Context: an optimization exercise on an open-source flow, tuned for small area and a short achievable clock period. The choices shown serve that exercise and are no tape-out recipe.
RTL that was checked went through simulation tests only; none was proved equivalent to the original.
Power figures rest on the tool's default switching activity, not on a simulated workload.

// mult_top
module mult_top(
    input clk,
    input  [15:0] x,
    input  [15:0] y,
    output [31:0] p_out
    );
    wire [2:0] on0, tw0, ng0;
    genvar g;
    generate for (g = 0; g < 3; g = g + 1) begin : benc
        wire b2 = x[11+2*g], b1 = x[10+2*g], b0 = x[9+2*g];
        assign on0[g] = b1 ^ b0;
        assign tw0[g] = (b2 ^ b1) & ~(b1 ^ b0);
        assign ng0[g] = b2 & ~(b1 & b0);           
    end endgenerate
    wire sx0 = x[9];
    wire [9:0] ax = x[9:0] ^ {10{sx0}};
    wire l3 = ax[8], l2 = ax[7], l1 = ax[6], l0 = |ax[5:0];
    wire h80 = l3, h70 = ~l3 & l2, h60 = ~l3 & ~l2 & l1, h00 = ~l3 & ~l2 & ~l1 & l0;
    wire [8:0] x20 = {ax[8] & ~h80, ax[7] & ~h70, ax[6] & ~h60, ax[5:1], ax[0] & ~h00};
    wire ps = x[9] ^ y[15];
    wire [15:0] ya = y ^ {16{y[15]}};
    wire zy = ~(ya[14] | ya[13] | ya[12]);
    wire [9:0] xs = zy ? 10'd0 : ({1'b0, x20} ^ {10{ps}});
    wire [12:0] oa0 = ya[14] ? {xs[9], xs, 2'b0} : ya[13] ? {{2{xs[9]}}, xs, 1'b0} : {{3{xs[9]}}, xs};
    reg [15:0] y1; reg [2:0] on, tw, ng; reg sx, h8, h7, h6, h0; reg [12:0] oa1;
    always @(posedge clk) begin
        y1 <= y; on <= on0; tw <= tw0; ng <= ng0;
        sx <= sx0; h8 <= h80; h7 <= h70; h6 <= h60; h0 <= h00; oa1 <= oa0;
    end
    wire b0_0 = (y1[0]&on[0])^ng[0];
    wire b0_1 = ((y1[1]&on[0])|(y1[0]&tw[0]))^ng[0];
    wire b0_2 = ((y1[2]&on[0])|(y1[1]&tw[0]))^ng[0];
    wire b0_3 = ((y1[3]&on[0])|(y1[2]&tw[0]))^ng[0];
    wire b0_4 = ((y1[4]&on[0])|(y1[3]&tw[0]))^ng[0];
    wire b0_5 = ((y1[5]&on[0])|(y1[4]&tw[0]))^ng[0];
    wire b0_6 = ((y1[6]&on[0])|(y1[5]&tw[0]))^ng[0];
    wire b0_7 = ((y1[7]&on[0])|(y1[6]&tw[0]))^ng[0];
    wire b0_8 = ((y1[8]&on[0])|(y1[7]&tw[0]))^ng[0];
    wire b0_9 = ((y1[9]&on[0])|(y1[8]&tw[0]))^ng[0];
    wire b0_10 = ((y1[10]&on[0])|(y1[9]&tw[0]))^ng[0];
    wire b0_11 = ((y1[11]&on[0])|(y1[10]&tw[0]))^ng[0];
    wire b0_12 = ((y1[12]&on[0])|(y1[11]&tw[0]))^ng[0];
    wire b0_13 = ((y1[13]&on[0])|(y1[12]&tw[0]))^ng[0];
    wire b0_14 = ((y1[14]&on[0])|(y1[13]&tw[0]))^ng[0];
    wire b0_15 = ((y1[15]&on[0])|(y1[14]&tw[0]))^ng[0];
  ...
clock: 5.0 ns
lec_check: 0
cap_margin: 20
core_margin: 2
core_utilization: 60
setup_slack_margin: 1.3
slew_margin: 20
standard.sh (not shown) runs the stock make flow with config.mk's settings and CLKGATE_MAP_FILE= SYNTH_SCRIPT=/design/flow/synth_recipe.tcl, a recipe that flattens the netlist after the stock synthesis.
==> flow/flow/run.sh <==
#!/bin/bash
# The standard layout; the only change is the port buffer cell (buf_1 instead of the default).
set -euo pipefail
export BUFFER_PORTS_ARGS="-buffer_cell sky130_fd_sc_hd__buf_1"
bash standard.sh > standard.log 2>&1
The starting point completed without violations.
Rerun with:
--- a/flow/design.v
+++ b/flow/design.v
@@ -202,15 +202,17 @@
     wire q118 = (b2_13&q81)|(b2_13&q80)|(q81&q80);
     wire q119 = b1_16^b2_14^q82;
     wire q120 = (b1_16&b2_14)|(b1_16&q82)|(b2_14&q82);
     wire q121 = 1'b1^b2_15;
     wire q122 = 1'b1&b2_15;
     wire [31:0] ra = {1'b1,b2_16,q121,q119,q117,q115,q113,q111,q109,q107,q105,q103,q101,q99,q97,q95,q93,q91,q89,q87,q85,q83,ob[9],ob[8],ob[7],ob[6],ob[5],ob[4],ob[3],ob[2],ob[1],ob[0]};
     wire [31:0] rb = {1'b0,q122,q120,q118,q116,q114,q112,q110,q108,q106,q104,q102,q100,q98,q96,q94,q92,q90,q88,q86,q84,b0_0,1'b0,1'b0,1'b0,1'b0,1'b0,1'b0,1'b0,1'b0,1'b0,1'b0};
     wire [16:0] lo = ra[15:0] + rb[15:0];
-    reg [15:0] r2lo; reg r2c; reg [15:0] r2a, r2b;
+    wire [8:0] mid = ra[23:16] + rb[23:16];
+    reg [15:0] r2lo; reg [7:0] r2mid; reg r2c; reg [7:0] r2a, r2b; reg r2mc;
     always @(posedge clk) begin
-        r2lo <= lo[15:0]; r2c <= lo[16]; r2a <= ra[31:16]; r2b <= rb[31:16];
+        r2lo <= lo[15:0]; r2mid <= mid[7:0]; r2c <= lo[16]; r2a <= ra[31:24]; r2b <= rb[31:24]; r2mc <= mid[8];
     end
-    wire [16:0] h3 = {r2a, 1'b1} + {r2b, r2c};
-    assign p_out = {h3[16:1], r2lo};
+    wire [8:0] m3 = r2mid + {{7{1'b0}}, r2c};
+    wire [7:0] h3 = r2a + r2b + (m3[8] | r2mc);    
+    assign p_out = {h3, m3[7:0], r2lo};
 endmodule
=>
- wire length is lower by 6.4%
- global-route usage is higher by 0.22 points
- synthesized cell count is lower by 4.0%
- worst setup slack gets worse by 0.21 ns
- sequential power is lower by about 4%
- cell count is lower by 1.1%

xenon:
Starting RTL as in the previous note.
==> flow/config.mk <==
export PLATFORM = sky130hd
export DESIGN_NAME = mult_top
export DESIGN_NICKNAME = mult_top
export VERILOG_FILES = /design/flow/design.v
export SDC_FILE = /design/flow/constraint.sdc
export NUM_CORES = 4
export LEC_CHECK = 0
export CAP_MARGIN = 20
export CORE_MARGIN = 2
export CORE_UTILIZATION = 60
export SETUP_SLACK_MARGIN = 1.6
export SLEW_MARGIN = 20
==> flow/constraint.sdc <==
create_clock -name core_clock -period 5.0 [get_ports {clk}]
set_input_delay 1.0000 -clock core_clock [delete_from_list [all_inputs] [get_ports {clk}]]
set_output_delay 1.0000 -clock core_clock [all_outputs]
set_load 0.01 [all_outputs]
Scripts as last shown in full above: flow/flow/run.sh
For lagoon, these inputs were changed with respect to xenon:
--- a/flow/design.v
+++ b/flow/design.v
@@ -197,20 +197,20 @@
     wire q113 = q49^q76^q77;
     wire q114 = (q49&q76)|(q49&q77)|(q76&q77);
     wire q115 = q50^q79^q78;
     wire q116 = (q50&q79)|(q50&q78)|(q79&q78);
     wire q117 = b2_13^q81^q80;
     wire q118 = (b2_13&q81)|(b2_13&q80)|(q81&q80);
     wire q119 = b1_16^b2_14^q82;
     wire q120 = (b1_16&b2_14)|(b1_16&q82)|(b2_14&q82);
     wire q121 = 1'b1^b2_15;
     wire q122 = 1'b1&b2_15;
     wire [31:0] ra = {1'b1,b2_16,q121,q119,q117,q115,q113,q111,q109,q107,q105,q103,q101,q99,q97,q95,q93,q91,q89,q87,q85,q83,ob[9],ob[8],ob[7],ob[6],ob[5],ob[4],ob[3],ob[2],ob[1],ob[0]};
     wire [31:0] rb = {1'b0,q122,q120,q118,q116,q114,q112,q110,q108,q106,q104,q102,q100,q98,q96,q94,q92,q90,q88,q86,q84,b0_0,1'b0,1'b0,1'b0,1'b0,1'b0,1'b0,1'b0,1'b0,1'b0,1'b0};
-    wire [16:0] lo = ra[15:0] + rb[15:0];
-    reg [15:0] r2lo; reg r2c; reg [15:0] r2a, r2b;
+    wire [14:0] lo = ra[13:0] + rb[13:0];
+    reg [13:0] r2lo; reg r2c; reg [17:0] r2a, r2b;
     always @(posedge clk) begin
-        r2lo <= lo[15:0]; r2c <= lo[16]; r2a <= ra[31:16]; r2b <= rb[31:16];
+        r2lo <= lo[13:0]; r2c <= lo[14]; r2a <= ra[31:14]; r2b <= rb[31:14];
     end
-    wire [16:0] h3 = {r2a, 1'b1} + {r2b, r2c};
-    assign p_out = {h3[16:1], r2lo};
+    wire [18:0] h3 = {r2a, 1'b1} + {r2b, r2c};
+    assign p_out = {h3[18:1], r2lo};
 endmodule
==> comparison <==
- lagoon vs xenon: total power draw up in lagoon
- Compare xenon and lagoon | XOR/XNOR share of the synthesized area lower: lagoon
- Summary of lagoon over xenon: post-route worst setup slack now sits higher; multi-input gate share of the layout cell area shrank by 0.15 points; combined global-route utilization of all metal layers now sits higher; layout clock buffer count moved down; non-clock buffer instance count of the final layout shows a reduction of about 9%.
- The higher proportion of synthesized chip area in sequential cells came out of xenon.
- Power attributed to the clock group in lagoon is about 17% above xenon.
The RTL of lagoon was laid out without a check of its function.

== rev 12 ==
mult_top again, from the RTL that the note above started with.
Settings: LEC_CHECK=0, CAP_MARGIN=20, CORE_MARGIN=2, CORE_UTILIZATION=60, SETUP_SLACK_MARGIN=1.75, SLEW_MARGIN=20; clock period 5.0 ns.
Scripts as last shown in full above: flow/flow/run.sh
In summary, rev 12 completed successfully, with a layout that passed the timing, DRC and antenna checks.
Input changes introduced in rev 13 (baseline for comparison: rev 12):
--- a/flow/design.v
+++ b/flow/design.v
@@ -202,15 +202,37 @@
     wire q118 = (b2_13&q81)|(b2_13&q80)|(q81&q80);
     wire q119 = b1_16^b2_14^q82;
     wire q120 = (b1_16&b2_14)|(b1_16&q82)|(b2_14&q82);
     wire q121 = 1'b1^b2_15;
     wire q122 = 1'b1&b2_15;
     wire [31:0] ra = {1'b1,b2_16,q121,q119,q117,q115,q113,q111,q109,q107,q105,q103,q101,q99,q97,q95,q93,q91,q89,q87,q85,q83,ob[9],ob[8],ob[7],ob[6],ob[5],ob[4],ob[3],ob[2],ob[1],ob[0]};
     wire [31:0] rb = {1'b0,q122,q120,q118,q116,q114,q112,q110,q108,q106,q104,q102,q100,q98,q96,q94,q92,q90,q88,q86,q84,b0_0,1'b0,1'b0,1'b0,1'b0,1'b0,1'b0,1'b0,1'b0,1'b0,1'b0};
-    wire [16:0] lo = ra[15:0] + rb[15:0];
-    reg [15:0] r2lo; reg r2c; reg [15:0] r2a, r2b;
+    wire [14:0] lo = ra[13:0] + rb[13:0];
+    wire [17:0] gg = ra[31:14] & rb[31:14];    
+    wire [17:0] pp = ra[31:14] ^ rb[31:14];    
+    reg [13:0] r2lo; reg r2c; reg [17:0] r2g, r2p;
     always @(posedge clk) begin
-        r2lo <= lo[15:0]; r2c <= lo[16]; r2a <= ra[31:16]; r2b <= rb[31:16];
+        r2lo <= lo[13:0]; r2c <= lo[14]; r2g <= gg; r2p <= pp;
     end
-    wire [16:0] h3 = {r2a, 1'b1} + {r2b, r2c};
-    assign p_out = {h3[16:1], r2lo};
+    wire [17:0] cy;
+    ks18 pfx(.g({r2g[16:0], r2c}), .p({r2p[16:0], 1'b0}), .c(cy));
+    assign p_out = {r2p ^ cy, r2lo};
 endmodule
+module ks18(input [17:0] g, input [17:0] p, output [17:0] c);
+    wire [17:0] gl [0:5];
+    wire [17:0] pl [0:5];
+    assign gl[0] = g;
+    assign pl[0] = p;
+    genvar l, i;
+    generate for (l = 0; l < 5; l = l + 1) begin : lv
+        for (i = 0; i < 18; i = i + 1) begin : bt
+            if ((i >> l) & 1) begin : op
+                assign gl[l+1][i] = gl[l][i] | (pl[l][i] & gl[l][((i >> l) << l) - 1]);
+                assign pl[l+1][i] = pl[l][i] & pl[l][((i >> l) << l) - 1];
+            end else begin : pass
+                assign gl[l+1][i] = gl[l][i];
+                assign pl[l+1][i] = pl[l][i];
+            end
+        end
+    end endgenerate
+    assign c = gl[5];
+endmodule
### Flow results
Per the comparison of rev 13 with rev 12, gate count after technology mapping fell by about 3.4%, transition time at the pin with the least slew margin rose by 160 ps. When rev 13 is measured against rev 12, its final worst-path cycle share turns out 4.2 points higher. NOTE: die extent in x in rev 13 falls short of that of rev 12. Going from rev 12 to rev 13, combinational power share decreased by 9.8 points relative to the old numbers, clock skew grew by 3.1 ps, final critical path time including I/O delays and setup now larger, global router's overall resource usage higher, post-synthesis to final-layout area growth went down.
Function not checked in rev 13: the RTL went through the layout flow alone.

## before
Another version of the RTL of mult_top (not shown whole).
Size: roughly 670 cells after synthesis, ~65 I/O pins, about 6300 um2 of cells after synthesis.
export LEC_CHECK = 0
export CAP_MARGIN = 20
export CORE_MARGIN = 2
export CORE_UTILIZATION = 60
export SETUP_SLACK_MARGIN = 1.75
export SLEW_MARGIN = 20
create_clock -name core_clock -period 5.0 [get_ports {clk}]
Scripts as last shown in full above: flow/flow/run.sh
Setup changes, before to after
-- flow/design.v --
<<< before, line 207
    wire [31:0] ra = {1'b1,b2_16,q121,q119,q117,q115,q113,q111,q109,q107,q105,q103,q101,q99,q97,q95,q93,q91,q89,q87,q85,q83,ob[9],ob[8],ob[7],ob[6],ob[5],ob[4],ob[3],ob[2],ob[1],ob[0]};
    wire [31:0] rb = {1'b0,q122,q120,q118,q116,q114,q112,q110,q108,q106,q104,q102,q100,q98,q96,q94,q92,q90,q88,q86,q84,b0_0,1'b0,1'b0,1'b0,1'b0,1'b0,1'b0,1'b0,1'b0,1'b0,1'b0};
    wire [14:0] lo = ra[13:0] + rb[13:0];
    wire [17:0] gg = ra[31:14] & rb[31:14];    
    wire [17:0] pp = ra[31:14] ^ rb[31:14];    
    reg [13:0] r2lo; reg r2c; reg [17:0] r2g, r2p;
    always @(posedge clk) begin
        r2lo <= lo[13:0]; r2c <= lo[14]; r2g <= gg; r2p <= pp;
    end
    wire [17:0] cy;
    ks18 pfx(.g({r2g[16:0], r2c}), .p({r2p[16:0], 1'b0}), .c(cy));
    assign p_out = {r2p ^ cy, r2lo};
endmodule
module ks18(input [17:0] g, input [17:0] p, output [17:0] c);
    wire [17:0] gl [0:5];
    wire [17:0] pl [0:5];
    assign gl[0] = g;
    assign pl[0] = p;
    genvar l, i;
    generate for (l = 0; l < 5; l = l + 1) begin : lv
        for (i = 0; i < 18; i = i + 1) begin : bt
            if (i >= (1 << l)) begin : op
                assign gl[l+1][i] = gl[l][i] | (pl[l][i] & gl[l][i - (1 << l)]);
>>> after, line 207
    wire [31:0] ra = {1'b1,b2_16,q121,q119,q117,q115,q113,q111,q109,q107,q105,q103,q101,q99,q97,q95,q93,q91,q89,q87,q85,q83,ob[9],ob[8],ob[7],ob[6],ob[5],ob[4],ob[3],ob[2],ob[1],ob[0]};
    wire [31:0] rb = {1'b0,q122,q120,q118,q116,q114,q112,q110,q108,q106,q104,q102,q100,q98,q96,q94,q92,q90,q88,q86,q84,b0_0,1'b0,1'b0,1'b0,1'b0,1'b0,1'b0,1'b0,1'b0,1'b0,1'b0};
    wire [12:0] lo = ra[11:0] + rb[11:0];
    wire [19:0] gg = ra[31:12] & rb[31:12];    
    wire [19:0] pp = ra[31:12] ^ rb[31:12];    
    reg [11:0] r2lo; reg r2c; reg [19:0] r2g, r2p;
    always @(posedge clk) begin
        r2lo <= lo[11:0]; r2c <= lo[12]; r2g <= gg; r2p <= pp;
    end
    wire [19:0] cy;
    ks20 pfx(.g({r2g[18:0], r2c}), .p({r2p[18:0], 1'b0}), .c(cy));
    assign p_out = {r2p ^ cy, r2lo};
endmodule
module ks20(input [19:0] g, input [19:0] p, output [19:0] c);
    wire [19:0] gl [0:5];
    wire [19:0] pl [0:5];
    assign gl[0] = g;
    assign pl[0] = p;
    genvar l, i;
    generate for (l = 0; l < 5; l = l + 1) begin : lv
        for (i = 0; i < 20; i = i + 1) begin : bt
            if (i >= (1 << l)) begin : op
                assign gl[l+1][i] = gl[l][i] | (pl[l][i] & gl[l][i - (1 << l)]);
Notes after the runs:
after: die height is 0.66 um higher than what before reported. Summary of after over before: met3 capacity usage during global routing shows an increase of 1.3 points, share of the cycle needed by the critical path after routing +1.7 points. Density: after denser than before. after vs. before: quantity of hold-fixing buffers added after cts shows no meaningful change; number of flip-flops and latches has increased. Delta (after minus before): clock skew increased 0.0050 ns, worst path setup slack after routing moved down. before → after: routed metal-1 wirelength higher, clock tree cell share of total cell area level, worst hold slack fell 0.0033 ns. Placed wire-length estimate after detailed placement, after vs before: down slightly.
For after, only the layout was checked, not whether the RTL still works.

==> static timing again, ports no longer ideal <==
How much do the figures lean on ideal ports? The routed layouts below were timed once more, with nothing changed but the port constraints. Step 1, drivers: a clkbuf_16 drives clk and a buf_2 each remaining input, both assumed. Step 2, shift: input delay + t, output delay - t, t = (earliest + latest rising clock arrival at the registers) / 2. This alone moves slack from input paths to output paths. a / b / c = ideal / step 1 / step 2; a / b = the first two.
| run | t (ns) | setup slack, ns | latest minus earliest clock arrival (ns) | worst register clock-pin slew, ns |
|---|---|---|---|---|
| the first run of note 1 | 0.398 | 1.485 / 1.450 / 1.554 | 0.013 / 0.013 | 0.09 / 0.09 |
| the second run of note 1 | 0.396 | 1.271 / 1.237 / 1.384 | 0.014 / 0.014 | 0.09 / 0.09 |
| xenon | 0.399 | 1.667 / 1.632 / 1.756 | 0.014 / 0.013 | 0.09 / 0.09 |
| lagoon | 0.404 | 1.693 / 1.657 / 1.932 | 0.011 / 0.011 | 0.09 / 0.09 |
| rev 12 | 0.403 | 1.774 / 1.738 / 1.856 | 0.014 / 0.014 | 0.09 / 0.09 |
| rev 13 | 0.397 | 1.563 / 1.529 / 1.908 | 0.017 / 0.017 | 0.10 / 0.10 |
| before | 0.398 | 1.858 / 1.824 / 1.927 | 0.010 / 0.010 | 0.09 / 0.09 |
| after | 0.398 | 1.772 / 1.737 / 1.896 | 0.015 / 0.015 | 0.10 / 0.10 |
After both steps every run listed still meets setup and hold.
